From an optimization exercise on the open Yosys and OpenROAD flow, aimed at small area, a short achievable clock period and few clock cycles per item; shortcuts taken in it are not production practice.
Function was checked by simulation only, so behaviour that the tests miss may differ from the original.
Power is estimated from default activity; no workload was simulated.

==> flow/design.v (excerpt) <==
module dotproduct (
    input  logic         clk_i,
    input  logic         rst_ni,
    input  logic         start_i,
    input  logic [7:0]   nnz_i,
    input  logic [31:0]  a0_i, a1_i, a2_i, a3_i, a4_i,
                         a5_i, a6_i, a7_i, a8_i, a9_i,
    input  logic [31:0]  b0_i, b1_i, b2_i, b3_i, b4_i,
                         b5_i, b6_i, b7_i, b8_i, b9_i,
    input  logic [31:0]  c_i,
    output logic [63:0]  result_o,
    output logic         busy_o,
    output logic         result_valid_o,
    output logic [31:0]  cycle_count_o
);
==> flow/config.mk <==
export PLATFORM = sky130hd
export DESIGN_NAME = dotproduct
export DESIGN_NICKNAME = dotproduct
export VERILOG_FILES = /design/flow/design.v
export SDC_FILE = /design/flow/constraint.sdc
export NUM_CORES = 4
export LEC_CHECK = 0
export ABC_AREA = 1
export CAP_MARGIN = 20
export CORE_MARGIN = 2
export CORE_UTILIZATION = 40
export SLEW_MARGIN = 20
==> flow/constraint.sdc <==
create_clock -name core_clock -period 15.0 [get_ports {clk_i}]
set_input_delay 3.0000 -clock core_clock [delete_from_list [all_inputs] [get_ports {clk_i}]]
set_output_delay 3.0000 -clock core_clock [all_outputs]
set_load 0.01 [all_outputs]
standard.sh (not shown) runs the stock make flow with config.mk's settings and CLKGATE_MAP_FILE= SYNTH_SCRIPT=/design/flow/synth_recipe.tcl, a recipe that flattens the netlist after the stock synthesis.
==> flow/flow/run.sh <==
#!/bin/bash
set -o pipefail
export BUFFER_PORTS_ARGS="-buffer_cell sky130_fd_sc_hd__buf_1"
bash standard.sh finish > standard.log 2>&1
The starting point produced a clean layout.
Testbench counts at the start, summed over its fixed seeds: cycles 18,851, items 2,400.
Edit:
==> flow/flow/run.sh (replaced) <==
#!/bin/bash
set -o pipefail
export BUFFER_PORTS_ARGS="-buffer_cell sky130_fd_sc_hd__buf_1"
bash standard.sh SETUP_SLACK_MARGIN=9.25 finish > standard.log 2>&1
--- a/flow/config.mk
+++ b/flow/config.mk
@@ -8,5 +8,7 @@
 export ABC_AREA = 1
-export CAP_MARGIN = 20
+export CAP_MARGIN = 50
 export CORE_MARGIN = 2
 export CORE_UTILIZATION = 40
-export SLEW_MARGIN = 20
+export CTS_CLUSTER_DIAMETER = 150
+export CTS_CLUSTER_SIZE = 40
+export SLEW_MARGIN = 60
The new run completed with no timing, DRC or antenna violations.
Combinational power is higher by about 6%.
Total power climbs by about 5.4%.
Final area goes up by 4.5%.
Edit:
==> flow/flow/run.sh (replaced) <==
#!/bin/bash
set -o pipefail
export BUFFER_PORTS_ARGS="-buffer_cell sky130_fd_sc_hd__buf_1"
bash standard.sh SYNTH_ARGS=-noabc SETUP_SLACK_MARGIN=9.5 finish > standard.log 2>&1
--- a/flow/config.mk
+++ b/flow/config.mk
@@ -11,4 +11,2 @@
 export CORE_UTILIZATION = 40
-export CTS_CLUSTER_DIAMETER = 150
-export CTS_CLUSTER_SIZE = 40
 export SLEW_MARGIN = 60
Effect:
- The changed run passed the timing, DRC and antenna checks
- critical path depth goes up by 1
- wire length goes down by a few percent
- worst setup slack improved by 0.055 ns
- design area goes up slightly
- die area goes down by a few percent
- combinational power goes up by about a fifth
- clock power goes down by roughly a tenth
- clock skew goes up by 0.014 ns
Edit:
==> flow/flow/run.sh (replaced) <==
#!/bin/bash
set -o pipefail
export BUFFER_PORTS_ARGS="-buffer_cell sky130_fd_sc_hd__buf_1"
bash standard.sh  finish > standard.log 2>&1
--- a/flow/config.mk
+++ b/flow/config.mk
@@ -8,5 +8,5 @@
 export ABC_AREA = 1
-export CAP_MARGIN = 50
+export CAP_MARGIN = 20
 export CORE_MARGIN = 2
 export CORE_UTILIZATION = 40
-export SLEW_MARGIN = 60
+export SLEW_MARGIN = 20
Result: The new run passed the timing, DRC and antenna checks. Cell area went down by about 6%. Fmax went down by about 13%. Total power went down by 12%. Die area went up by 3.8%. Wire length went up by 3.1%. Worst setup slack degrades by 0.87 ns. Hold slack hardly moves. Final cell count went up by about 4%. Non-clock buffer count went down by 111. Sequential power went down by 6.2%.
Edit:
==> flow/flow/run.sh (replaced) <==
#!/bin/bash
set -o pipefail
export BUFFER_PORTS_ARGS="-buffer_cell sky130_fd_sc_hd__buf_1"
bash standard.sh SYNTH_ARGS=-noabc SETUP_SLACK_MARGIN=9.35 finish > standard.log 2>&1
--- a/flow/config.mk
+++ b/flow/config.mk
@@ -8,5 +8,5 @@
 export ABC_AREA = 1
-export CAP_MARGIN = 20
+export CAP_MARGIN = 50
 export CORE_MARGIN = 2
 export CORE_UTILIZATION = 40
-export SLEW_MARGIN = 20
+export SLEW_MARGIN = 60
What happened: Hold slack gets better by 0.0039 ns; cell area came out higher by 2.5%; routed wire length drops by 4.2%; fmax is higher by 15%; die area came out lower by 3.7%; total power went up by 8.7%; critical path depth is lower by 3; count of clock-buffer cells in the layout is unchanged; utilization rose by 2.5 points; sequential share of layout area is about the same.

[static timing again, ports no longer ideal]
The flow's constraints put no driver on any port. The routed layouts listed below were extracted and timed again, unchanged, in two steps.
Step 1, drivers: a clkbuf_16 drives clk_i and a buf_2 each remaining input, both assumed.
Step 2 adds t to the input delays and takes it off the output delays; t is the mean of the earliest and latest rising clock arrival at the registers after step 1. Input paths then give back, and output paths get back, about the clock's delay inside the block.
Slacks: no drivers / after step 1 / after step 2; pairs: no drivers / after step 1.
| run | t, ns | setup slack, ns | worst setup path after step 2 | worst data-port slew with drivers (ns) | pins driven straight from the clock port |
|---|---|---|---|---|---|
| the first run | 0.544 | 8.549 / 8.487 / 8.564 | input to register | 0.22 | 1 |
| the second run | 0.544 | 9.361 / 9.301 / 9.117 | input to register | 0.27 | 1 |
| the third run | 0.554 | 9.416 / 9.353 / 9.261 | input to register | 0.23 | 1 |
| the fourth run | 0.544 | 8.549 / 8.487 / 8.564 | input to register | 0.22 | 1 |
| the fifth run | 0.551 | 9.397 / 9.336 / 9.229 | input to register | 0.22 | 1 |
After both steps every run listed still meets setup and hold. The setup slack of the second run, which loses most, moves by -0.060 ns with the drivers and by -0.244 ns with both steps.
